Source: an optimization exercise on an open RTL-to-GDS flow (aim: small area). Production flows keep margins and buffers that such runs may drop. The RTL was checked by simulation tests, not by an equivalence proof against the original design. Power figures rest on the tool's default switching activity, not on a simulated workload.

$ cat design/flow/config.mk
export PLATFORM = sky130hd
export DESIGN_NAME = Greedy_snake
export DESIGN_NICKNAME = Greedy_snake
export VERILOG_FILES = /design/flow/design.v
export SDC_FILE = /design/flow/constraint.sdc
export NUM_CORES = 4
export LEC_CHECK = 0
export CAP_MARGIN = 20
export CORE_MARGIN = 2
export CORE_UTILIZATION = 40
export PLACE_DENSITY = 0.6
export SLEW_MARGIN = 20
$ cat design/flow/constraint.sdc
create_clock -name core_clock -period 10.0 [get_ports {Clk}]
set_input_delay 2.0000 -clock core_clock [delete_from_list [all_inputs] [get_ports {Clk}]]
set_output_delay 2.0000 -clock core_clock [all_outputs]
set_load 0.01 [all_outputs]
$ cat design/flow/design.v
module ex5_start_rom
(
	input [10:0] address_a,
	input clock0,
	output [255:0] q_a
);
	assign q_a = 256'd0;
endmodule
module ex5_over_rom
(
	input [10:0] addra,
	input clka,
	output [255:0] douta
);
	assign douta = 256'd0;
endmodule
module Key_check_module 
(	
	input Clk_50mhz, 
	input Rst_n, 
	input Left, 
	input Right, 
	input Up, 
	input Down, 
	output reg Key_left, 
	output reg Key_right, 
	output reg Key_up, 
	output reg Key_down 
);
	reg [31:0] Count1; 
	reg Key_left2; 
	reg Key_right2; 
	reg Key_up2; 
	reg Key_down2; 
	always @ (posedge Clk_50mhz or negedge Rst_n)
	begin
		if(!Rst_n)
		begin
			Count1 <= 32'd0;
			Key_left <= 1'd0;
			Key_right <= 1'd0;
			Key_up <= 1'd0;
			Key_down <= 1'd0;
			Key_left2 <= 1'd0;
			Key_right2 <= 1'd0;
			Key_up2 <= 1'd0;
			Key_down2 <= 1'd0;						
		end
		else 
		begin
			if(Count1 == 32'd5)
			begin 
				Count1 <= 0; 
				Key_left2 <= Left; 
				Key_right2 <= Right;
				Key_up2 <= Up;
				Key_down2 <= Down;
				if((Key_left2 == 1'd1) && (Left == 1'd0))
					Key_left <= 1'd1;
				if((Key_right2 == 1'd1) && (Right == 1'd0))
					Key_right <= 1'd1;
				if((Key_up2 == 1'd1) && (Up == 1'd0))
					Key_up <= 1'd1;
				if((Key_down2 == 1'd1) && (Down == 1'd0))
					Key_down <= 1'd1;	
			end
			else
			begin
				Count1 <= Count1 + 32'd1;
				Key_left <= 1'd0;
				Key_right <= 1'd0;
				Key_up <= 1'd0;
				Key_down <= 1'd0;
			end
		end	
	end				
endmodule
module Game_ctrl_module 
(
	input Clk_50mhz, 
	input Rst_n, 
	input Key_left, 
	input Key_right, 
	input Key_up, 
	input Key_down, 
	output reg  [2:0] Game_status, 
	input Hit_wall_sig, 
	input Hit_body_sig, 
	output reg Flash_sig 
);
	parameter START = 3'b001;
	parameter  PLAY = 3'b010;
	parameter   END = 3'b100;
	always @ (posedge Clk_50mhz or negedge Rst_n)
	begin
		if(!Rst_n)
		begin
			Game_status <= START;; 
			Flash_sig <= 1'd1;
		end
		else
		begin
			Game_status <= START;
			case(Game_status) 
				START: 
							begin	
								if(Key_left | Key_right | Key_up | Key_down)
								begin		
									Game_status <= PLAY;
								end
								else
									Game_status <= START; 
							end
				PLAY: 
						begin
							if(Hit_wall_sig | Hit_body_sig)
							begin		
								Game_status <= END;
							end
							else
								Game_status <= PLAY;
						end
				END: 
					begin
						if(Key_left | Key_right | Key_up | Key_down)
						begin
							Game_status <= START;
							Flash_sig <= 1'd1; 
						end
						else
						begin
							Game_status <= END;
							Flash_sig <= 1'd1; 
						end		
					end
			endcase
		end
	end
	endmodule
module Apple_generate_module 
(
	input Clk_50mhz, 
	input Rst_n, 
	input [5:0] Head_x, 
	input [5:0] Head_y, 
	output reg [5:0] Apple_x, 
	output reg [4:0] Apple_y, 
	output reg Apple_type,
	output reg Body_add_sig 
);
	reg [31:0] Count1; 
	reg [10:0] Random_num; 
	always@(posedge Clk_50mhz or negedge Rst_n)
	begin
		if(!Rst_n)
			Random_num <= 11'd0;
		else
		Random_num <= Random_num + 11'd921;   
	end												  
	always@(posedge Clk_50mhz or negedge Rst_n)
	begin
		if(!Rst_n)
		begin
			Count1 <= 32'd0; 
			Apple_type<=0;
			Apple_x <= 6'd28; 
			Apple_y <= 5'd13; 
			Body_add_sig <= 1'd0; 
		end
		else	if(Count1 == 32'd25)
				begin
					Count1 <= 32'd0;
					if((Apple_x == Head_x) && (Apple_y == Head_y)) 
					begin 
						Body_add_sig <= 1'd1;
						Apple_x <= (Random_num[10:5]> 6'd38)?		(Random_num[10:5] - 6'd25)		:		((Random_num[10:5] == 6'd0)?		6'd1		:		Random_num[10:5]);
						Apple_y <= (Random_num[4:0] > 5'd28)?		(Random_num[4:0] - 5'd3)		:		((Random_num[4:0] == 5'd0)?		5'd1		:		Random_num[4:0]);
					end   
					else
						Body_add_sig <= 1'd0;
				end
		else begin
			Count1 <= Count1 + 32'd1;
		end
	end
endmodule
module Snake_ctrl_module 
(
	input Clk_50mhz, 
	input Rst_n, 
	input Key_left, 
	input Key_right, 
	input Key_up, 
	input Key_down, 
	output reg [1:0] Object, 
	input [9:0] Pixel_x, 
	input [9:0] Pixel_y, 
	output [5:0] Head_x,	 
	output [5:0] Head_y, 
	input Body_add_sig, 
	input [2:0] Game_status, 
	output reg Hit_body_sig, 
	output reg Hit_wall_sig, 
	input Flash_sig 
);
	localparam Up = 2'b00;
	localparam Down = 2'b01;
	localparam Left = 2'b10;
	localparam Right = 2'b11;
	localparam NONE = 2'b00;
	localparam HEAD = 2'b01;
	localparam BODY = 2'b10;
	localparam WALL = 2'b11;
	parameter   _END = 3'b100;
	reg [6:0] Body_num; 
	reg [31:0] Count; 
	wire [1:0] Direct;
	reg [1:0] Direct_r; 
	reg [1:0] Direct_next; 
	assign Direct = Direct_r;
	reg Direct_left; 
	reg Direct_right; 
	reg Direct_up; 
	reg Direct_down; 
	reg [5:0] Body_x [15:0]; 
	reg [5:0] Body_y [15:0]; 
	reg [15:0] Snake_light_sig; 
	reg [2:0] color; 
	assign Head_x = Body_x[0]; 
	assign Head_y = Body_y[0];
	always @ (posedge Clk_50mhz or negedge Rst_n)
	begin
		if(!Rst_n)
			Direct_r <= Right; 
		else
			Direct_r <= Direct_next;
	end
	always @ (posedge Clk_50mhz or negedge Rst_n)
	begin
		if(!Rst_n)
		begin
			Count <= 32'd0;
			Body_x[0] <= 6'd10; 
			Body_y[0] <= 6'd5; 
			Body_x[1] <= 6'd9; 
			Body_y[1] <= 6'd5; 
			Body_x[2] <= 6'd8; 
			Body_y[2] <= 6'd5; 
			Body_x[3] <= 6'd9;
			Body_y[3] <= 6'd5;
			Body_x[4] <= 6'd10;
			Body_y[4] <= 6'd5;
			Body_x[5] <= 6'd0;
			Body_y[5] <= 6'd0;
			Body_x[6] <= 6'd0;
			Body_y[6] <= 6'd0;
			Body_x[7] <= 6'd0;
			Body_y[7] <= 6'd0;
			Body_x[8] <= 6'd0;
			Body_y[8] <= 6'd0;
			Body_x[9] <= 6'd0;
			Body_y[9] <= 6'd0;
			Body_x[10] <= 6'd0;
			Body_y[10] <= 6'd0;
			Body_x[11] <= 6'd0;
			Body_y[11] <= 6'd0;
			Body_x[12] <= 6'd0;
			Body_y[12] <= 6'd0;
			Body_x[13] <= 6'd0;
			Body_y[13] <= 6'd0;
			Body_x[14] <= 6'd0;
			Body_y[14] <= 6'd0;
			Body_x[15] <= 6'd0;
			Body_y[15] <= 6'd0;
			Hit_wall_sig <= 1'd0;
			Hit_body_sig <= 1'd0;
		end
		else	if(Count == 32'd1_250)
				begin
					Count <= 32'd0;
					if(Game_status == _END)
					begin
						Body_x[0] <= 6'd10; 
						Body_y[0] <= 6'd5; 
						Body_x[1] <= 6'd9; 
						Body_y[1] <= 6'd5; 
						Body_x[2] <= 6'd8; 
						Body_y[2] <= 6'd5; 
						Body_x[3] <= 6'd0;
						Body_y[3] <= 6'd0;
						Body_x[4] <= 6'd0;
						Body_y[4] <= 6'd0;
						Body_x[5] <= 6'd0;
						Body_y[5] <= 6'd0;
						Body_x[6] <= 6'd0;
						Body_y[6] <= 6'd0;
						Body_x[7] <= 6'd0;
						Body_y[7] <= 6'd0;
						Body_x[8] <= 6'd0;
						Body_y[8] <= 6'd0;
						Body_x[9] <= 6'd0;
						Body_y[9] <= 6'd0;
						Body_x[10] <= 6'd0;
						Body_y[10] <= 6'd0;
						Body_x[11] <= 6'd0;
						Body_y[11] <= 6'd0;
						Body_x[12] <= 6'd0;
						Body_y[12] <= 6'd0;
						Body_x[13] <= 6'd0;
						Body_y[13] <= 6'd0;
						Body_x[14] <= 6'd0;
						Body_y[14] <= 6'd0;
						Body_x[15] <= 6'd0;
						Body_y[15] <= 6'd0;
						Hit_wall_sig <= 1'd0;
						Hit_body_sig <= 1'd0;
					end
					else
					begin 
						if(((Direct == Up) && (Body_y[0] == 6'd1)) | 
							((Direct == Down) && (Body_y[0] == 6'd28)) | 
							((Direct == Left) && (Body_x[0] == 6'd1)) | 
							((Direct == Right) && (Body_x[0] == 6'd38)))
							Hit_wall_sig <= 1'd1;
						else if(((Body_y[0] == Body_y[1]) && (Body_x[0] == Body_x[1]) && (Snake_light_sig[1] == 1'd1)) | 
								((Body_y[0] == Body_y[2]) && (Body_x[0] == Body_x[2]) && (Snake_light_sig[2] == 1'd1)) | 
								((Body_y[0] == Body_y[3]) && (Body_x[0] == Body_x[3]) && (Snake_light_sig[3] == 1'd1)) | 
								((Body_y[0] == Body_y[4]) && (Body_x[0] == Body_x[4]) && (Snake_light_sig[4] == 1'd1)) | 
								((Body_y[0] == Body_y[5]) && (Body_x[0] == Body_x[5]) && (Snake_light_sig[5] == 1'd1)) | 
								((Body_y[0] == Body_y[6]) && (Body_x[0] == Body_x[6]) && (Snake_light_sig[6] == 1'd1)) | 
								((Body_y[0] == Body_y[7]) && (Body_x[0] == Body_x[7]) && (Snake_light_sig[7] == 1'd1)) | 
								((Body_y[0] == Body_y[8]) && (Body_x[0] == Body_x[8]) && (Snake_light_sig[8] == 1'd1)) | 
								((Body_y[0] == Body_y[9]) && (Body_x[0] == Body_x[9]) && (Snake_light_sig[9] == 1'd1)) | 
								((Body_y[0] == Body_y[10]) && (Body_x[0] == Body_x[10]) && (Snake_light_sig[10] == 1'd1)) | 
								((Body_y[0] == Body_y[11]) && (Body_x[0] == Body_x[11]) && (Snake_light_sig[11] == 1'd1)) | 
								((Body_y[0] == Body_y[12]) && (Body_x[0] == Body_x[12]) && (Snake_light_sig[12] == 1'd1)) | 
								((Body_y[0] == Body_y[13]) && (Body_x[0] == Body_x[13]) && (Snake_light_sig[13] == 1'd1)) | 
								((Body_y[0] == Body_y[14]) && (Body_x[0] == Body_x[14]) && (Snake_light_sig[14] == 1'd1)) | 
								((Body_y[0] == Body_y[15]) && (Body_x[0] == Body_x[15]) && (Snake_light_sig[15] == 1'd1)))
								Hit_body_sig <= 1'd1; 
						else
						begin 
							Body_x[1] <= Body_x[0];
							Body_y[1] <= Body_y[0];
							Body_x[2] <= Body_x[1];
							Body_y[2] <= Body_y[1];
							Body_x[3] <= Body_x[2];
							Body_y[3] <= Body_y[2];
							Body_x[4] <= Body_x[3];
							Body_y[4] <= Body_y[3];
							Body_x[5] <= Body_x[4];
							Body_y[5] <= Body_y[4];
							Body_x[6] <= Body_x[5];
							Body_y[6] <= Body_y[5];
							Body_x[7] <= Body_x[6];
							Body_y[7] <= Body_y[6];
							Body_x[8] <= Body_x[7];
							Body_y[8] <= Body_y[7];
							Body_x[9] <= Body_x[8];
							Body_y[9] <= Body_y[8];
							Body_x[10] <= Body_x[9];
							Body_y[10] <= Body_y[9];
							Body_x[11] <= Body_x[10];
							Body_y[11] <= Body_y[10];
							Body_x[12] <= Body_x[11];
							Body_y[12] <= Body_y[11];
							Body_x[13] <= Body_x[12];
							Body_y[13] <= Body_y[12];
							Body_x[14] <= Body_x[13];
							Body_y[14] <= Body_y[13];
							Body_x[15] <= Body_x[14];
							Body_y[15] <= Body_y[14];
							case(Direct) 
								Up:
									begin
									if(Body_y[0] == 6'd1) 
											Hit_wall_sig <= 1'd1;
										else
											Body_y[0] <= Body_y[0] - 6'd1; 
									end
								Down:
									begin
										if(Body_y[0] == 6'd28)
											Hit_wall_sig <= 1'd1;
										else
											Body_y[0] <= Body_y[0] + 6'd1;
									end
								Left:
									begin
										if(Body_x[0] == 6'd1)
											Hit_wall_sig <= 1'd1;
										else
											Body_x[0] <= Body_x[0] - 6'd1; 
									end
								Right:
									begin
										if(Body_x[0] == 6'd38)
											Hit_wall_sig <= 1'd1;
										else
											Body_x[0] <= Body_x[0] + 6'd1;
									end
							endcase																	
						end					
					end
			end 
		else
			Count <= Count + 32'd1; 
	end
	always @ (posedge Clk_50mhz) 
	begin
		if(Key_left == 1'd1)
				Direct_left <= 1'd1; 
		else if(Key_right == 1'd1)
				Direct_right <= 1'd1;
		else if(Key_up == 1'd1)
				Direct_up <= 1'd1;
		else if(Key_down == 1'd1)
				Direct_down <= 1'd1;			
		else 
		begin
			Direct_left <= 1'd0;
			Direct_right <= 1'd0;
			Direct_up <= 1'd0;
			Direct_down <= 1'd0;
		end
	end
	always @ (*) 
	begin    
		Direct_next = Right; 
		case(Direct)
			Up: 
				begin
					if(Direct_left)
						Direct_next = Left;
					else if(Direct_right)
						Direct_next = Right;
					else
						Direct_next = Up;
				end
			Down:
				begin
					if(Direct_left)
						Direct_next = Left;
					else if(Direct_right)
						Direct_next = Right;
					else
						Direct_next = Down;
				end		
			Left:
				begin
					if(Direct_up)
						Direct_next = Up;
					else if(Direct_down)
						Direct_next = Down;
					else
						Direct_next = Left;
				end
			Right:
				begin
					if(Direct_up)
						Direct_next = Up;
					else if(Direct_down)
						Direct_next = Down;
					else
						Direct_next = Right;
				end		
		endcase
	end
	reg Eaten_sig; 
	always @ (posedge Clk_50mhz or negedge Rst_n) 
	begin
		if(!Rst_n)
		begin
			Snake_light_sig <= 16'd7; 
			Body_num <= 7'd3;
			Eaten_sig <= 1'd0; 
		end		
		else if(Game_status == _END)
				begin
					Body_num <= 7'd3;
					Eaten_sig <= 1'd0;
					Snake_light_sig <= 16'd7;
				end 
		else				
		begin 
			case(Eaten_sig)
				1'd0	:
					begin
						if(Body_add_sig)
						begin
							Body_num <= Body_num + 7'd1;
							Snake_light_sig[Body_num] <= 1'b1;
							Eaten_sig <= 1'd1; 
						end
						else
							Snake_light_sig[Body_num] <= Snake_light_sig[Body_num];
					end
				1'd1	:
					begin
						if(!Body_add_sig) 
							Eaten_sig <= 0;
						else
							Eaten_sig <= Eaten_sig;
					end
			endcase
		end
	end
	always @ (Pixel_x or Pixel_y or Snake_light_sig or Flash_sig) 
	begin
		if((Pixel_x >= 10'd0) && (Pixel_x < 10'd640) && (Pixel_y >= 10'd0) && (Pixel_y < 10'd480)) 
		begin
			if(Pixel_x[9:4] == 6'd0 |
				Pixel_y[9:4] == 6'd0 | 
				Pixel_x[9:4] == 6'd39 | 
				Pixel_y[9:4] == 6'd29)
				Object = WALL; 
			else if(Pixel_x[9:4] == Body_x[0] && Pixel_y[9:4] == Body_y[0] && Snake_light_sig[0] == 1'd1) 
					Object = (Flash_sig == 1'd1)?		HEAD		:		NONE; 
			else if(((Pixel_x[9:4] == Body_x[1]) && (Pixel_y[9:4] == Body_y[1]) && (Snake_light_sig[1] == 1'd1)) | 
					 ((Pixel_x[9:4] == Body_x[2]) && (Pixel_y[9:4] == Body_y[2]) && (Snake_light_sig[2] == 1'd1)) | 
					 ((Pixel_x[9:4] == Body_x[3]) && (Pixel_y[9:4] == Body_y[3]) && (Snake_light_sig[3] == 1'd1)) | 
					 ((Pixel_x[9:4] == Body_x[4]) && (Pixel_y[9:4] == Body_y[4]) && (Snake_light_sig[4] == 1'd1)) | 
					 ((Pixel_x[9:4] == Body_x[5]) && (Pixel_y[9:4] == Body_y[5]) && (Snake_light_sig[5] == 1'd1)) | 
					 ((Pixel_x[9:4] == Body_x[6]) && (Pixel_y[9:4] == Body_y[6]) && (Snake_light_sig[6] == 1'd1)) | 
					 ((Pixel_x[9:4] == Body_x[7]) && (Pixel_y[9:4] == Body_y[7]) && (Snake_light_sig[8] == 1'd1)) | 
					 ((Pixel_x[9:4] == Body_x[8]) && (Pixel_y[9:4] == Body_y[8]) && (Snake_light_sig[8] == 1'd1)) | 
					 ((Pixel_x[9:4] == Body_x[9]) && (Pixel_y[9:4] == Body_y[9]) && (Snake_light_sig[9] == 1'd1)) | 
					 ((Pixel_x[9:4] == Body_x[10]) && (Pixel_y[9:4] == Body_y[10]) && (Snake_light_sig[10] == 1'd1)) | 
					 ((Pixel_x[9:4] == Body_x[11]) && (Pixel_y[9:4] == Body_y[11]) && (Snake_light_sig[11] == 1'd1)) | 
					 ((Pixel_x[9:4] == Body_x[12]) && (Pixel_y[9:4] == Body_y[12]) && (Snake_light_sig[12] == 1'd1)) | 
					 ((Pixel_x[9:4] == Body_x[13]) && (Pixel_y[9:4] == Body_y[13]) && (Snake_light_sig[13] == 1'd1)) | 
					 ((Pixel_x[9:4] == Body_x[14]) && (Pixel_y[9:4] == Body_y[14]) && (Snake_light_sig[14] == 1'd1)) | 
					 ((Pixel_x[9:4] == Body_x[15]) && (Pixel_y[9:4] == Body_y[15]) && (Snake_light_sig[15] == 1'd1)))
					Object = (Flash_sig == 1)?		BODY		:		NONE; 
			else 
					Object = NONE;
		end
		else
			Object = NONE;
	end
endmodule
module Vga_ctrl_module 
(
	input Clk_25mhz, 
	input Rst_n, 
	input [1:0] Object, 
	input [5:0] Apple_x, 
	input [4:0] Apple_y, 
	input Apple_type,
	output reg [9:0] Pixel_x,
	output reg [9:0] Pixel_y,
	output reg Hsync_sig, 
	output reg Vsync_sig, 
	output  play_VGA_red,
	output  play_VGA_green,
	output  play_VGA_blue
);
	reg [2:0] Vga_rgb; 
	assign play_VGA_red = Vga_rgb[0];
	assign play_VGA_green = Vga_rgb[1];
	assign play_VGA_blue = Vga_rgb[2];
	reg [9:0] Column_count; 
	reg [9:0] Row_count; 
	localparam NONE = 2'b00;
	localparam HEAD = 2'b01;
	localparam BODY = 2'b10;
	localparam WALL = 2'b11;
	localparam HEAD_COLOR = 3'b011;
	localparam BODY_COLOR = 3'b010;
	reg [3:0] lox;
	reg [3:0] loy;
	always @ (posedge Clk_25mhz or negedge Rst_n)
	begin	
		if(!Rst_n)
		begin
			Row_count <= 10'd0;
			Column_count <= 10'd0;
			Hsync_sig <= 1'd1;
			Vsync_sig <= 1'd1;
			Pixel_x <= 10'd0;
			Pixel_y <= 10'd0;
			Vga_rgb = 3'b000;
		end
		else 
		begin
			Pixel_x <= Row_count - 10'd144; 
			Pixel_y <= Column_count - 10'd33; 
			if(Row_count == 10'd0) 
			begin
				Hsync_sig <= 1'd0;
				Row_count <= Row_count + 10'd1;
			end
			else if(Row_count == 10'd96) 
					begin
						Hsync_sig <= 1'd1;
						Row_count <= Row_count + 10'd1;
					end
			else if(Row_count == 10'd799) 
					begin
						Row_count <= 10'd0;
						Column_count <= Column_count + 10'd1; 
					end
			else 
					Row_count <= Row_count + 10'd1;
			if(Column_count == 10'd0) 
					Vsync_sig <= 1'd0;							
			else if(Column_count == 10'd2) 
						Vsync_sig <= 1'd1;
			else if(Column_count == 10'd521)
					begin
						Column_count <= 10'd0;
						Vsync_sig <= 1'd0;
					end
			if((Pixel_x >= 10'd0) && (Pixel_x < 10'd640) && (Pixel_y >= 10'd0) && (Pixel_y < 10'd480))
			begin
				lox = Pixel_x[3:0];
				loy = Pixel_y[3:0];
				if((Pixel_x[9:4] == Apple_x) && (Pixel_y[9:4] == Apple_y))begin
					if(Apple_type==1)begin
						Vga_rgb=3'b011;
					end else begin
						Vga_rgb=3'b001;
					end
				end 
				else if(Object == NONE)
						Vga_rgb = 3'b000;
				else if(Object == WALL)		
						Vga_rgb = 3'b100;
				else if((Object == HEAD) | (Object == BODY)) 
						begin
							case({lox,loy})
								8'b0000_0000:
													Vga_rgb = 3'b000; 
								8'b0000_1111:
													Vga_rgb = 3'b000; 
								8'b1111_1111:
													Vga_rgb = 3'b000; 
								8'b1111_0000:
													Vga_rgb = 3'b000; 
								default:
													Vga_rgb = (Object == HEAD)?	HEAD_COLOR		:		BODY_COLOR;
							endcase
						end
			end
			else
				Vga_rgb = 3'b000; 
		end
	end
endmodule
	module Smg_display_module 
(
	input Clk_50mhz, 
	input Rst_n, 
	input Body_add_sig, 
	input [2:0] Game_status, 
	input Apple_type,
	output reg [7:0] Smg_duan, 
	output reg [3:0] Smg_we 
);
	reg [15:0] Points; 
	reg [31:0] Count1; 
	reg apple_type;
	parameter   _END = 3'b100;
	always@(posedge Clk_50mhz)begin
		if(Apple_type==1)
			apple_type<=1;
		else
			apple_type<=0;
	end
	always@(posedge Clk_50mhz or negedge Rst_n)
	begin
		if(!Rst_n)
		begin
			Smg_duan <= 8'd0;
			Count1 <= 32'd0;
			Smg_we <= 4'b0000;	
		end
		else
		begin
			if(Count1 == 32'd5)
			begin
				Smg_we <= 4'b1110; 
				Count1 <= Count1 + 32'd1; 
				case(Points[3:0]) 
					4'b0000:
								Smg_duan <= 8'b1100_0000;
					4'b0001:
								Smg_duan <= 8'b1111_1001;
					4'b0010:
								Smg_duan <= 8'b1010_0100;
					4'b0011:
								Smg_duan <= 8'b1011_0000;
					4'b0100:
								Smg_duan <= 8'b1001_1001;
					4'b0101:
								Smg_duan <= 8'b1001_0010;
					4'b0110:
								Smg_duan <= 8'b1000_0010;
					4'b0111:
								Smg_duan <= 8'b1111_1000;
					4'b1000:
								Smg_duan <= 8'b1000_0000;
					4'b1001:
								Smg_duan <= 8'b1001_0000;
				endcase
			end
			else if(Count1 == 32'd10)
					begin
						Smg_we <= 4'b1101; 
						Count1 <= Count1 + 32'd1; 
						case(Points[7:4]) 
							4'b0000:
											Smg_duan <= 8'b1100_0000;
							4'b0001:
											Smg_duan <= 8'b1111_1001;
							4'b0010:
											Smg_duan <= 8'b1010_0100;
							4'b0011:
											Smg_duan <= 8'b1011_0000;
							4'b0100:
											Smg_duan <= 8'b1001_1001;
							4'b0101:
											Smg_duan <= 8'b1001_0010;
							4'b0110:
											Smg_duan <= 8'b1000_0010;
							4'b0111:
											Smg_duan <= 8'b1111_1000;
							4'b1000:
											Smg_duan <= 8'b1000_0000;
							4'b1001:
											Smg_duan <= 8'b1001_0000;							
						endcase
					end
			else if(Count1 == 32'd15)
					begin
						Smg_we <= 4'b1011;
						Count1 <= Count1 + 32'd1; 
						case(Points[11:8]) 
							4'b0000:
										Smg_duan <= 8'b1100_0000;
							4'b0001:
										Smg_duan <= 8'b1111_1001;
							4'b0010:
										Smg_duan <= 8'b1010_0100;
							4'b0011:
										Smg_duan <= 8'b1011_0000;
							4'b0100:
										Smg_duan <= 8'b1001_1001;
							4'b0101:
										Smg_duan <= 8'b1001_0010;
							4'b0110:
										Smg_duan <= 8'b1000_0010;
							4'b0111:
										Smg_duan <= 8'b1111_1000;
							4'b1000:
										Smg_duan <= 8'b1000_0000;
							4'b1001:
										Smg_duan <= 8'b1001_0000;				
						endcase
					end
			else if(Count1 == 32'd20)
					begin
						Count1 <= 32'd0; 
						Smg_we <= 4'b0111;
						case(Points[15:12]) 
							4'b0000:
										Smg_duan <= 8'b1100_0000;
							4'b0001:
										Smg_duan <= 8'b1111_1001;
							4'b0010:
										Smg_duan <= 8'b1010_0100;
							4'b0011:
										Smg_duan <= 8'b1011_0000;
							4'b0100:
										Smg_duan <= 8'b1001_1001;
							4'b0101:
										Smg_duan <= 8'b1001_0010;
							4'b0110:
										Smg_duan <= 8'b1000_0010;
							4'b0111:
										Smg_duan <= 8'b1111_1000;
							4'b1000:
										Smg_duan <= 8'b1000_0000;
							4'b1001:
										Smg_duan <= 8'b1001_0000;					
						endcase
					end				
			else
				Count1 <= Count1 + 32'd1;
		end	
	end
	reg Eaten_sig; 
	always @ (posedge Clk_50mhz or negedge Rst_n)
	begin
		if(!Rst_n)
		begin
			Points <= 16'd0;
			Eaten_sig <= 1'd0;
		end
		else if(Game_status == _END)
				Points <= 16'd0;
		else 
		begin
			case(Eaten_sig)
				1'd0		:
				begin
					if(Body_add_sig) 
					begin
						if(apple_type==0)begin
							if(Points[3:0] < 4'd9) 
								Points[3:0] <= Points[3:0] + 4'd1;
							else begin
								Points[3:0] <= 4'd0; 
								if(Points[7:4] < 4'd9)
									Points[7:4] <= Points[7:4] + 4'd1;
								else begin
									Points[7:4] <= 4'd0; 
									if(Points[11:8] < 4'd9)
										Points[11:8] <= Points[11:8] + 4'd1;
									else begin
										Points[11:8] <= 4'd0; 
										Points[15:12] <= Points[15:12] + 4'd1;
									end
								end
							end								
						end else begin
							if(Points[3:0]<4'd8)begin
								Points[3:0]<=Points[3:0]+4'd2;
							end else begin
								if(Points[3:0]==4'd8)begin
									Points[3:0]<=4'd0;
									if(Points[7:4]==4'd9)begin
										if(Points[11:8]==4'd9)begin
											Points[11:8]<=0;
											Points[7:4]<=0;
											Points[15:12]<=Points[15:12]+1;
										end else begin
											Points[11:8]<=Points[11:8]+1;
										end
									end else begin
										Points[7:4]<=Points[7:4]+1;
									end
								end else if(Points[3:0]==4'd9)begin
									Points[3:0]<=4'd1;
									if(Points[7:4]==4'd9)begin
										if(Points[11:8]==4'd9)begin
											Points[11:8]<=0;
											Points[7:4]<=0;
											Points[15:12]<=Points[15:12]+1;
										end else begin
											Points[11:8]<=Points[11:8]+1;
										end
									end else begin
										Points[7:4]<=Points[7:4]+1;
									end
								end
							end
						end
						Eaten_sig <= 1'd1;
					end
				end
				1'd1		:
					if(!Body_add_sig) 
						Eaten_sig <= 1'd0;	
			endcase
		end							
	end	
endmodule
module start_Vga_sync		 
(
	input CLK_40M,
	input RSTn,
	output start_Hsync_sig,		 
	output start_Vsync_sig,		 
	output start_Ready_sig,		 
	output [10:0] Row_add,	 
	output [10:0] Column_add	 
);
	reg [10:0] Count_hsync;		 
	always @ (posedge CLK_40M or negedge RSTn)
	begin
		if(!RSTn)
			Count_hsync <= 11'd 0;
		else 
			 if(Count_hsync == 11'd 800)
				Count_hsync <= 11'd 0;
			 else	
				Count_hsync <= Count_hsync + 1'd 1;	
	end
	reg [10:0] Count_vsync;		 
	always @ (posedge CLK_40M or negedge RSTn)
	begin
		if(!RSTn)
			Count_vsync <= 11'd 0;
		else 
			if(Count_vsync == 11'd 525)
				Count_vsync <= 11'd 0;
			else	if(Count_hsync == 11'd 800) 		 
						Count_vsync <= Count_vsync + 1'd 1;					
	end
	reg rReady_sig;		 
	always @ (posedge CLK_40M or negedge RSTn)
	begin
		if(!RSTn)
			rReady_sig <= 1'd 0;
		else	if((Count_hsync > (11'd 144 + 11'd200)) && (Count_hsync < (11'd 784 - 11'd184))		 
					 && (Count_vsync > (11'd 35 + 11'd93)) && (Count_vsync < (11'd 515 - 11'd133)))
					rReady_sig <= 1'd 1;
				else
					rReady_sig <= 1'd 0;		
	end
	assign start_Ready_sig = rReady_sig;		 
	reg [10:0] rRow_add;		 
	reg [10:0] rColumn_add;		 
	always @ (posedge CLK_40M or negedge RSTn)
	begin
		if(!RSTn)
			begin
				rRow_add <= 11'd 0;
				rColumn_add <= 11'd 0;
			end
		else	
			begin
				rColumn_add <= (rReady_sig)?		Count_hsync - 11'd 144   :	 11'd 0;		 
				rRow_add <= (rReady_sig)?	 Count_vsync - 11'd 27	 :	 11'd 0; 		 
			end
	end
	assign Row_add = rRow_add;
	assign Column_add = rColumn_add;
	reg rHsync_sig;		 
	reg rVsync_sig;		 
	always @ ( posedge CLK_40M or negedge RSTn )
	begin
		if(!RSTn)
			begin
				rHsync_sig <= 1'd 0;
				rVsync_sig <= 1'd 0;
			end
		else
			begin
				rVsync_sig <= (Count_vsync <= 11'd 2)?		1'd 0	:	1'd 1;		 
				rHsync_sig <= (Count_hsync <= 11'd 96)? 	1'd 0 	:	1'd 1; 		 
			end
	end
	assign start_Hsync_sig = rHsync_sig;
	assign start_Vsync_sig = rVsync_sig;
endmodule 
module start_Vga_control		 
(
	input CLK_40M,
	input RSTn,
	input start_Ready_sig,
	input [10:0] Row_add,
	input [10:0] Column_add,
	input [255:0] Rom_data,
	output [10:0] Rom_add,
	output start_Vga_red,
	output start_Vga_green,
	output start_Vga_blue
);
	reg [10:0] m;
	reg [10:0] n;
	always @ (posedge CLK_40M or negedge RSTn)
	begin
		if(!RSTn)
			begin
				m <= 11'd 0;
				n <= 11'd 0;
			end
		else
			begin 
				n <= (start_Ready_sig && ((11'd0 + 11'd200) < Column_add ) && (Column_add < (11'd 256 + 11'd200)))?		(Column_add [10:0] - 11'd200	)	:	11'd 0;
				m <= (start_Ready_sig && ((11'd0 + 11'd100) < Row_add ) && (Row_add < (11'd 256 + 11'd100)))?				(Row_add [10:0] - 11'd100		)	:	11'd 0;		
			end	
	end
	assign Rom_add = m;
	assign start_Vga_red = (start_Ready_sig)?			(		(Rom_data [11'd 255 - n])?		1'b0	:		1'b1		)				:	1'd 0;
	assign start_Vga_green = (start_Ready_sig)?		(		(Rom_data [11'd 255 - n])?		1'b0	:		1'b1		)				:	1'd 0;
	assign start_Vga_blue = (start_Ready_sig)?	(	(Rom_data [11'd 255 - n])?		1'b1		:		1'b1		):	1'b0;
endmodule 
module start_top		
(								
	input CLK_40M,				
	input RSTn,					
	output start_Vga_green,			
	output start_Vga_blue,			
	output start_Vga_red,
	output start_Hsync_sig,
	output start_Vsync_sig
);
	wire [10:0] Row_add;
	wire [10:0] Rom_add; 	
	wire [255:0] Rom_data;	
	wire [10:0] Column_add;
	wire start_Ready_sig;	
	start_Vga_sync	U2
	(
		.CLK_40M(CLK_40M),
		.RSTn(RSTn),
		.start_Hsync_sig(start_Hsync_sig),
		.start_Vsync_sig(start_Vsync_sig),
		.start_Ready_sig(start_Ready_sig),
		.Row_add(Row_add),
		.Column_add(Column_add)
	);
	start_Vga_control	U3
	(
		.CLK_40M(CLK_40M),
		.RSTn(RSTn),
		.start_Ready_sig(start_Ready_sig),
		.Row_add(Row_add),
		.Column_add(Column_add),
		.start_Vga_red(start_Vga_red),
		.start_Vga_green(start_Vga_green),
		.Rom_add(Rom_add),
		.Rom_data(Rom_data),
		.start_Vga_blue(start_Vga_blue)
	);
	ex5_start_rom	U4 
	(
		.address_a(Rom_add),
		.clock0(CLK_40M),
		.q_a(Rom_data)
	);
endmodule 
module end_Vga_sync		 
(
	input CLK_40M,
	input RSTn,
	output end_Hsync_sig,		 
	output end_Vsync_sig,		 
	output end_Ready_sig,		 
	output [10:0] Row_add,	 
	output [10:0] Column_add	 
);
	reg [10:0] Count_hsync;		 
	always @ (posedge CLK_40M or negedge RSTn)
	begin
		if(!RSTn)
			Count_hsync <= 11'd 0;
		else 
			 if(Count_hsync == 11'd 800)
				Count_hsync <= 11'd 0;
			 else	
				Count_hsync <= Count_hsync + 1'd 1;	
	end
	reg [10:0] Count_vsync;		 
	always @ (posedge CLK_40M or negedge RSTn)
	begin
		if(!RSTn)
			Count_vsync <= 11'd 0;
		else 
			if(Count_vsync == 11'd 525)
				Count_vsync <= 11'd 0;
			else	if(Count_hsync == 11'd 800) 		 
						Count_vsync <= Count_vsync + 1'd 1;					
	end
	reg r_Ready_sig;		 
	always @ (posedge CLK_40M or negedge RSTn)
	begin
		if(!RSTn)
			r_Ready_sig <= 1'd 0;
		else	if((Count_hsync > (11'd 144 + 11'd200)) && (Count_hsync < (11'd 784 - 11'd184))		 
					 && (Count_vsync > (11'd 35 + 11'd93)) && (Count_vsync < (11'd 515 - 11'd133)))
					r_Ready_sig <= 1'd 1;
				else
					r_Ready_sig <= 1'd 0;		
	end
	assign end_Ready_sig = r_Ready_sig;		 
	reg [10:0] rRow_add;		 
	reg [10:0] rColumn_add;		 
	always @ (posedge CLK_40M or negedge RSTn)
	begin
		if(!RSTn)
			begin
				rRow_add <= 11'd 0;
				rColumn_add <= 11'd 0;
			end
		else	
			begin
				rColumn_add <= (r_Ready_sig)?		Count_hsync - 11'd 144   :	 11'd 0;		 
				rRow_add <= (r_Ready_sig)?	 Count_vsync - 11'd 27	 :	 11'd 0; 		 
			end
	end
	assign Row_add = rRow_add;
	assign Column_add = rColumn_add;
	reg r_Hsync_sig;		 
	reg r_Vsync_sig;		 
	always @ ( posedge CLK_40M or negedge RSTn )
	begin
		if(!RSTn)
			begin
				r_Hsync_sig <= 1'd 0;
				r_Vsync_sig <= 1'd 0;
			end
		else
			begin
				r_Vsync_sig <= (Count_vsync <= 11'd 2)?		1'd 0	:	1'd 1;		 
				r_Hsync_sig <= (Count_hsync <= 11'd 96)? 	1'd 0 	:	1'd 1; 		 
			end
	end
	assign end_Hsync_sig = r_Hsync_sig;
	assign end_Vsync_sig = r_Vsync_sig;
endmodule 
module end_Vga_control		 
(
	input CLK_40M,            
	input RSTn,               
	input end_Ready_sig,      
	input [10:0] Row_add,     
	input [10:0] Column_add,  
	input [255:0] Rom_data,   
	output [10:0] Rom_add,    
	output end_Vga_red,       
	output end_Vga_green,     
	output end_Vga_blue       
);
	reg [10:0] m;   
	reg [10:0] n;   
	always @ (posedge CLK_40M or negedge RSTn)
	begin
		if (!RSTn)   
			begin
				m <= 11'd 0;   
				n <= 11'd 0;   
			end
		else
			begin
				n <= (end_Ready_sig && ((11'd0 + 11'd200) < Column_add ) && (Column_add < (11'd 256 + 11'd200)))?
				    (Column_add[10:0] - 11'd200) : 11'd 0;
				m <= (end_Ready_sig && ((11'd0 + 11'd100) < Row_add ) && (Row_add < (11'd 256 + 11'd100)))?
				    (Row_add[10:0] - 11'd100) : 11'd 0;		
			end	
	end
	assign Rom_add = m;
	assign end_Vga_red = (end_Ready_sig) ? ( (Rom_data[11'd 255 - n]) ? 1'b0 : 1'b0 ) : 1'd 0;
	assign end_Vga_green = (end_Ready_sig) ? ( (Rom_data[11'd 255 - n]) ? 1'b0 : 1'b0 ) : 1'd 0;
	assign end_Vga_blue = (end_Ready_sig) ? ( (Rom_data[11'd 255 - n]) ? 1'b1 : 1'b0 ) : 1'b0;
endmodule 
module end_top		 
(								
	input CLK_40M,					
	input RSTn,					
	output end_Vga_green,			
	output end_Vga_blue,			
	output end_Vga_red,
	output end_Hsync_sig,
	output end_Vsync_sig
);
	wire [10:0] Row_add;
	wire [255:0] Rom_data;
	wire [10:0] Rom_add; 	
	wire [10:0] Column_add;
	wire end_Ready_sig;	
	end_Vga_sync	U2
	(
		.CLK_40M(CLK_40M),
		.RSTn(RSTn),
		.end_Hsync_sig(end_Hsync_sig),
		.end_Vsync_sig(end_Vsync_sig),
		.end_Ready_sig(end_Ready_sig),
		.Row_add(Row_add),
		.Column_add(Column_add)
	);
	end_Vga_control	U3
	(
		.CLK_40M(CLK_40M),
		.RSTn(RSTn),
		.end_Ready_sig(end_Ready_sig),
		.Row_add(Row_add),
		.Column_add(Column_add),
		.end_Vga_red(end_Vga_red),
		.end_Vga_green(end_Vga_green),
		.Rom_add(Rom_add),
		.Rom_data(Rom_data),
		.end_Vga_blue(end_Vga_blue)
	);
	ex5_over_rom	U4 
	(
		.addra(Rom_add),
		.clka(CLK_40M),
		.douta(Rom_data)
	);
endmodule 
module vga_select_module 
(	
	input play_VSYNC_Sig,
	input play_HSYNC_Sig,
	input play_VGA_red,
	input play_VGA_green,
	input play_VGA_blue,
	input end_VSYNC_Sig,
	input end_HSYNC_Sig,
	input end_VGA_red,
	input end_VGA_green,
	input end_VGA_blue,
	input start_VSYNC_Sig,
	input start_HSYNC_Sig,
	input start_VGA_red,
	input start_VGA_green,
	input start_VGA_blue,
	input [2:0] Game_status, 
	input Flash_over_sig,
	output VSYNC_Sig_out,
	output HSYNC_Sig_out,
	output VGA_red_out,
	output VGA_green_out,
	output VGA_blue_out
);
	localparam START = 3'b001;
	localparam PLAY = 3'b010;
	localparam _END = 3'b100;
	reg VSYNC_Sig;
	reg HSYNC_Sig;
	reg VGA_red;
	reg VGA_green;
	reg VGA_blue;	
	always @ (*)	
		begin
			case(Game_status)			
				START:
					begin
						VSYNC_Sig = start_VSYNC_Sig; 
						HSYNC_Sig = start_HSYNC_Sig;
						VGA_red 	 = start_VGA_red;
						VGA_green = start_VGA_green;
						VGA_blue  = start_VGA_blue; 									
					end							
				PLAY:
					begin
						VSYNC_Sig = play_VSYNC_Sig; 
						HSYNC_Sig = play_HSYNC_Sig;
						VGA_red   = play_VGA_red;
						VGA_green = play_VGA_green;
						VGA_blue  = play_VGA_blue; 
					end	
				_END:
					begin
						VSYNC_Sig = end_VSYNC_Sig; 
						HSYNC_Sig = end_HSYNC_Sig;
						VGA_red   = end_VGA_red;
						VGA_green = end_VGA_green;
						VGA_blue  = end_VGA_blue; 
					end
				default:
					begin
						VSYNC_Sig = start_VSYNC_Sig; 
						HSYNC_Sig = start_HSYNC_Sig;
						VGA_red   = start_VGA_red;
						VGA_green = start_VGA_green;
						VGA_blue  = start_VGA_blue; 						
					end
			endcase
		end
	assign	VSYNC_Sig_out = VSYNC_Sig; 
	assign   HSYNC_Sig_out = HSYNC_Sig;
	assign	VGA_red_out   = VGA_red;
	assign	VGA_green_out = VGA_green;
	assign	VGA_blue_out  = VGA_blue; 		
endmodule					
module start_and_end_top
(
	input CLK_40M,
	input RSTn,
	input [2:0] Game_status, 
	input play_VGA_red,
	input play_VGA_green,
	input play_VGA_blue,
	input play_HSYNC_sig,
	input play_VSYNC_sig,
	output VSYNC_Sig_out,
	output HSYNC_Sig_out,
	output VGA_red_out,
	output VGA_green_out,
	output VGA_blue_out
);
	wire start_Vga_red;
	wire start_Hsync_sig;
	wire start_Vsync_sig;
	wire start_Vga_green;
	wire start_Vga_blue;
	wire end_Vsync_sig;
	wire end_Hsync_sig;
	wire end_Vga_red;
	wire end_Vga_blue;
	wire end_Vga_green;
	start_top	start_top		 
(								
	.CLK_40M(CLK_40M),					
	.RSTn(RSTn),				
	.start_Vga_green(start_Vga_green),			
	.start_Vga_blue(start_Vga_blue),			
	.start_Vga_red(start_Vga_red),
	.start_Hsync_sig(start_Hsync_sig),
	.start_Vsync_sig(start_Vsync_sig)
);
	end_top		end_top	 
(								
	.CLK_40M(CLK_40M),				
	.RSTn(RSTn),					
	.end_Vga_green(end_Vga_green),			
	.end_Vga_blue(end_Vga_blue),			
	.end_Vga_red(end_Vga_red),
	.end_Hsync_sig(end_Hsync_sig),
	.end_Vsync_sig(end_Vsync_sig)
);
	vga_select_module 	vga_select_module
(
	.play_VSYNC_Sig(play_VSYNC_sig),
	.play_HSYNC_Sig(play_HSYNC_sig),
	.play_VGA_red(play_VGA_red),
	.play_VGA_green(play_VGA_green),
	.play_VGA_blue(play_VGA_blue),
	.end_VSYNC_Sig(end_Vsync_sig),
	.end_HSYNC_Sig(end_Hsync_sig),
	.end_VGA_red(end_Vga_red),
	.end_VGA_green(end_Vga_green),
	.end_VGA_blue(end_Vga_blue),
	.start_VGA_green(start_Vga_green),			 
	.start_VGA_blue(start_Vga_blue),			 
	.start_VGA_red(start_Vga_red),
	.start_HSYNC_Sig(start_Hsync_sig),
	.start_VSYNC_Sig(start_Vsync_sig),
	.Game_status(Game_status),
	.VSYNC_Sig_out(VSYNC_Sig_out),
	.HSYNC_Sig_out(HSYNC_Sig_out),
	.VGA_red_out(VGA_red_out),
	.VGA_green_out(VGA_green_out),
	.VGA_blue_out(VGA_blue_out)
);
endmodule
module Greedy_snake 
(
	input Clk, 
	input Rst_n, 
	input Left, 
	input Right, 
	input Up, 
	input Down, 
	output VSYNC_Sig_out,
	output HSYNC_Sig_out,
	output [4:0] VGA_red_o,
	output [5:0] VGA_green_o,
	output [4:0] VGA_blue_o,
	output vga_blank,
	output vga_sync,
	output [7:0] Smg_duan, 
	output [3:0] Smg_we 
);
	assign VGA_red_o = {5{VGA_red_out}};
	assign VGA_green_o = {6{VGA_green_out}};
	assign VGA_blue_o = {5{VGA_blue_out}};
	wire VGA_red_out;
	wire VGA_green_out;
	wire VGA_blue_out; 
	assign vga_blank = VSYNC_Sig_out & HSYNC_Sig_out;
	assign vga_sync = 1'b0;
	wire Clk_50mhz;
	wire Clk_25mhz;	
	assign Clk_50mhz=Clk;
	assign Clk_25mhz=Clk;
	wire Key_left; 
	wire Key_right; 
	wire Key_up; 
	wire Key_down; 
	wire [2:0] Game_status; 
	wire Hit_wall_sig; 
	wire Hit_body_sig; 
	wire Flash_sig; 
	wire Restart_sig; 
	wire play_VGA_red;
	wire play_VGA_green;
	wire play_VGA_blue;
	wire play_HSYNC_sig;
	wire play_VSYNC_sig;	
	Game_ctrl_module	 U2 
	(
		.Clk_50mhz(Clk_50mhz),
		.Rst_n(Rst_n),
		.Key_left(Key_left),
		.Key_right(Key_right),
		.Key_up(Key_up),
		.Key_down(Key_down),
		.Game_status(Game_status),
		.Hit_wall_sig(Hit_wall_sig),
		.Hit_body_sig(Hit_body_sig),
		.Flash_sig(Flash_sig)
	);
	wire [5:0] Apple_x; 
	wire [4:0] Apple_y; 
	wire [5:0] Head_x; 
	wire [5:0] Head_y; 
	wire Body_add_sig; 
	wire Apple_type;
		Apple_generate_module	 U3 
	(
		.Clk_50mhz(Clk_50mhz),
		.Rst_n(Rst_n),
		.Apple_x(Apple_x),
		.Apple_y(Apple_y),
		.Head_x(Head_x),
		.Head_y(Head_y),
		.Body_add_sig(Body_add_sig),
		.Apple_type(Apple_type)
	);
	wire [1:0] Object; 
	wire [9:0] Pixel_x; 
	wire [9:0] Pixel_y; 
	wire [6:0] Body_num; 
	Snake_ctrl_module		U4 
	(
		.Clk_50mhz(Clk_50mhz),
		.Rst_n(Rst_n),
		.Key_left(Key_left),
		.Key_right(Key_right),
		.Key_up(Key_up),
		.Key_down(Key_down),
		.Object(Object),
		.Pixel_x(Pixel_x),
		.Pixel_y(Pixel_y),
		.Head_x(Head_x),
		.Head_y(Head_y),
		.Body_add_sig(Body_add_sig),
		.Game_status(Game_status),
		.Hit_body_sig(Hit_body_sig),
		.Hit_wall_sig(Hit_wall_sig),
		.Flash_sig(Flash_sig)
	);
	Vga_ctrl_module	 U5 
	(
		.Clk_25mhz(Clk_25mhz),
		.Rst_n(Rst_n),
		.Hsync_sig(play_HSYNC_sig),
		.Vsync_sig(play_VSYNC_sig),
		.Object(Object),
		.Apple_type(Apple_type),
		.play_VGA_red(play_VGA_red),
		.play_VGA_green(play_VGA_green),
		.play_VGA_blue(play_VGA_blue),
		.Pixel_x(Pixel_x),
		.Pixel_y(Pixel_y),
		.Apple_x(Apple_x),
		.Apple_y(Apple_y)
	);
	Key_check_module	 U6 
	(
		.Clk_50mhz(Clk_50mhz),
		.Rst_n(Rst_n),
		.Left(Left),
		.Right(Right),
		.Up(Up),
		.Down(Down),
		.Key_left(Key_left),
		.Key_right(Key_right),
		.Key_up(Key_up),
		.Key_down(Key_down)		
	);
	Smg_display_module	 U7 
	(
		.Clk_50mhz(Clk_50mhz),
		.Rst_n(Rst_n),	
		.Apple_type(Apple_type),
		.Body_add_sig(Body_add_sig),
		.Game_status(Game_status),
		.Smg_duan(Smg_duan),
		.Smg_we(Smg_we)
	);
	start_and_end_top		U8
(
	.CLK_40M(Clk_25mhz),
	.RSTn(Rst_n),
	.Game_status(Game_status),
	.play_VGA_red(play_VGA_red),
	.play_VGA_green(play_VGA_green),
	.play_VGA_blue(play_VGA_blue),
	.play_HSYNC_sig(play_HSYNC_sig),
	.play_VSYNC_sig(play_VSYNC_sig),
	.VSYNC_Sig_out(VSYNC_Sig_out),
	.HSYNC_Sig_out(HSYNC_Sig_out),
	.VGA_red_out(VGA_red_out),
	.VGA_green_out(VGA_green_out),
	.VGA_blue_out(VGA_blue_out)
);
endmodule
$ cat design/flow/run.sh
#!/bin/bash
# synth_recipe.tcl (not shown) runs the flow's synth.tcl, then flattens the netlist and writes it again
# the make line also repeats each setting of config.mk as NAME=value (left out here)
make -C /OpenROAD-flow-scripts/flow DESIGN_CONFIG=/design/flow/config.mk WORK_HOME=/design/flow/orfs CLKGATE_MAP_FILE= SYNTH_SCRIPT=/design/flow/synth_recipe.tcl finish
==> run notes <==
==> state kept, by name, indices dropped and copies added, names as in the netlist, 6 cells and up <==
signal                       cells
U6.Count1                       32
U3.Random_num                   11
U4.Count                        32
U5.Row_count                    10
U8.end_top.U2.Count_hsync       11
U4.Snake_light_sig              16
U3.Count1                       32
U7.Count1                       32
U7.Smg_duan                      8
U8.end_top.U2.Count_vsync       11
U3.Apple_x                       6
U5.Column_count                 10
U4.Body_num                      7
U4.Body_y                       96
U7.Points                       16
U5.Pixel_x                      10
U4.Body_x                       96
U8.start_top.U2.Count_vsync     11
U8.start_top.U2.Count_hsync     11
U5.Pixel_y                      10
==> worst max-delay path, stage by stage (launching register included) <==
cell	delay, ns
dfstp_2	1.07
xnor2_1	0.16
nand4_1	0.13
nor4_1	0.07
nor4_2	0.52
nand4_2	0.51
nor2_4	0.26
buf_4	0.66
buf_4	0.92
a22o_1	0.25
==> power breakdown <==
group	leakage (nW)	switching, W	internal [W]	total [W]
Combinational	5.36	0.0000794	0.0000288	0.000108
Sequential	6.70	0.0000121	0.00207	0.00208
Clock	1.03	0.000866	0.00149	0.00236
==> Yosys cell counts (6+ instances only) <==
| library cell | number | area share |
|---|---|---|
| nand3_1 | 107 | 0.019 |
| a22oi_1 | 9 | 0.0024 |
| inv_1 | 75 | 0.0099 |
| buf_2 | 50 | 0.0088 |
| dfrtp_1 | 470 | 0.42 |
| buf_6 | 20 | 0.0080 |
| ha_1 | 68 | 0.030 |
| dfstp_2 | 35 | 0.032 |
| nor3_1 | 57 | 0.010 |
| buf_4 | 37 | 0.0098 |
| or4_1 | 7 | 0.0019 |
| mux2_2 | 14 | 0.0056 |
| nor2_1 | 208 | 0.028 |
| clkbuf_1 | 48 | 0.0064 |
| a31oi_1 | 8 | 0.0018 |
| xor2_1 | 160 | 0.050 |
| and2_1 | 10 | 0.0022 |
| mux2i_1 | 12 | 0.0042 |
| xnor2_1 | 439 | 0.14 |
| a211oi_1 | 8 | 0.0021 |
| o21ai_0 | 54 | 0.0095 |
| a21oi_1 | 80 | 0.014 |
| nor4b_1 | 9 | 0.0028 |
| and3_1 | 49 | 0.011 |
| o22ai_1 | 9 | 0.0020 |
| nor4_1 | 82 | 0.018 |
| or2_2 | 8 | 0.0018 |
| nor2b_1 | 18 | 0.0040 |
| a22o_1 | 173 | 0.054 |
| or3_1 | 21 | 0.0046 |
| and4_1 | 10 | 0.0031 |
| a41oi_1 | 7 | 0.0022 |
| nand2b_1 | 21 | 0.0046 |
| o31ai_1 | 6 | 0.0016 |
| buf_1 | 8 | 0.0011 |
| nor3b_1 | 6 | 0.0016 |
| nand2_1 | 174 | 0.023 |
| nand4_1 | 106 | 0.023 |
==> cell type report <==
type / count / area [µm²] / area share
Clock buffer: 66 / 1518 / 0.04847
Clock inverter: 36 / 613.1 / 0.01958
Inverter: 75 / 281.5 / 0.008991
Multi-Input combinational cell: 2023 / 14290 / 0.4562
Sequential cell: 509 / 12790 / 0.4085
Tap cell: 940 / 1176 / 0.03756
Timing Repair Buffer: 72 / 648.1 / 0.02070
==> through the flow <==
| step | hold WS (ns) | cells |
|---|---|---|
| floorplan | 0.3934 | 2770 |
| global placement | 0.4042 | 3619 |
| finish | 0.4232 | 3721 |
| CTS | 0.4329 | 3721 |
| global route | 0.4409 | 3721 |
| detailed placement | 0.4220 | 3619 |
==> worst min-delay path by stage <==
stage	slack [ns]	end	cells after the start	startpoint
after global placement	0.40	U4.Direct_r[0]	1	U4.Direct_up
after CTS	0.43	U4.Direct_r[0]	1	U4.Direct_up
after floorplan	0.39	U4.Direct_r[0]	1	U4.Direct_up
after detailed placement	0.42	U4.Direct_r[0]	1	U4.Direct_up
after global routing	0.44	U4.Direct_r[0]	1	U4.Direct_up
final	0.42	U4.Direct_r[0]	1	U4.Direct_up
==> cell families after synthesis <==
logic type,Yosys count,synth area share
adder cells (fa/ha/maj),68,0.03005
buffers and inverters,238,0.04398
flip-flops,509,0.4518
other,1,0.0001325
AND/OR/NAND/NOR,925,0.1704
AO/OA/AOI/OAI,394,0.1025
multiplexers,36,0.01578
XOR/XNOR,599,0.1853
==> metal layers <==
metal,vias to the layer above,share of wire,global-route usage
met2,596,0.46,0.2964
met4,0,0.036,0.07178
met5,-,0,0
met1,10090,0.45,0.2547
met3,163,0.057,0.02774
li1,9604,-,-
==> flow_summary.yaml <==
cells_and_area:
  final_cell_mix: "dfrtp_1, xnor2_1, nor2_1"
  insertedDiodeCount: 0
  post-route-util: 0.4471
  num-fill-cells: 6517
  area_growth_pct: 10.61
  final_cell_area_um2: 31310
  mostFrequentLayoutCell: "dfrtp_1"
  nets: 2810
  drive_gt1_frac: 0.08234
routing:
  ant_nets: 0
  routed_via_density: 5.497
  routed_wl_um: 68740
  drcViolationCount: 0
  vias: 20460
  drtPass1Iterations: 5
  drt_iter0_markers: 1684
  wire_per_inst_um: 18.47
clock_network:
  path_clk_slew_ns: 0.07
  cts_resized: 0
  ctsHoldBuffers: 0
  clock_latency_ns: 0.61
  htree_levels: 2
  cts_buffer_depth: 3
  numCtsBuffers: 55
  cts_setup_buffers: 0
  clockRootBuffer: "clkbuf_16"
  cts_tree: "yes"
  cts.sinks: 509
synthesis:
  synth_ff_type: "dfrtp_1"
  syn_nets: 2844
  synth_area_um2: 28310
  ys_seq_elements: 509
  synth_edf_count: 3
  yosysSeqAreaShare: 0.4518
  synth_area_per_cell_um2: 10.22
  yosys_warnings: 13
  async_flop_share: 0.9921
  yosysUniqueCellTypes: 84
  synthCells: 2770
placement:
  dp_hpwl_um: 44480
  place.gp.congestion: 0.9067
  post-place-ws_ns: 5.323
  io_buffers: 36
  post_dp_cell_area_um2: 29180
pwr:
  finalPower_w: 0.004551
  worst_ir_drop_vdd_v: 0.0001208
  leakagePower_nw: 13.09
  p_per_area_nw_per_um2: 145.4
global_routing:
  grt_usage: 0.1858
  antenna_found_initial: 0
  grt_max_degree: 164
  grt_pass1_vias: 20360
  grt_pass1_wl_um: 111200
  overflow: 0
sta:
  drv_slew: 0
  fin_crit_ns: 4.797
  worstMarginPinSlew_ns: 1.140
  fin_ws_ns: 5.203
  setup_violations: 0
  rsz0062_at_grt: "false"
  setup_tns_ns: 0
  skew_ns: 0.01709
  max_slew_margin: 0.2398
  period_share: 0.4797
  hold_viol: 0
  fmax_ghz: 0.2085
floorplanning:
  core_um2: 70030
  ios: 38
  die_x_um: 270.0
  die_y_um: 270.0
  fp.dieArea_um2: 72920
  start_util: 0.4043
  fp-row-count: 97
run_status:
  outcome: "complete, no violations"
setup_path:
  arrival_ns: 5.33
  startpoint: "U4.Body_x[0][3]"
  required_ns: 10.53
  path_class: "reg -> reg"
  timing.rr.end: "U4.Body_x[8][3]"
  r2r_start: "U4.Body_x[0][3]"
  cp_max_fo: 102
  start_kind: "flop"
  crit_path_end: "U4.Body_x[8][3]"
  r2r_slack_ns: 5.20
  cp-end-kind: "flop"
  reg2reg_depth: 9
flow_run:
  maxCapViolCount: 0
min_path:
  hold_path.class: "reg -> reg"

re-timing with driven ports:
The results above use ideal ports. As a check the final layout listed here was re-extracted and re-timed, cells and wires unchanged.
Step 1: set_driving_cell puts a clkbuf_16 on Clk and a buf_2 on each other input, an assumption about the parent block.
Step 2 adds t to the input delays and takes it off the output delays; t is the mean of the earliest and latest rising clock arrival at the registers after step 1. Input paths then give back, and output paths get back, about the clock's delay inside the block.
Three values: ideal ports, drivers, drivers and shift; two values: the first two.
t (ns): 0.665
setup slack, ns: 5.203 / 5.203 / 5.203
worst setup path after step 2: register to register
latest minus earliest clock arrival (ns): 0.017 / 0.017
worst data-port slew with drivers (ns): 0.06
After both steps this run still meets setup and hold. For this run, drivers alone change the setup slack by 0.000 ns; drivers and shift together by 0.000 ns.
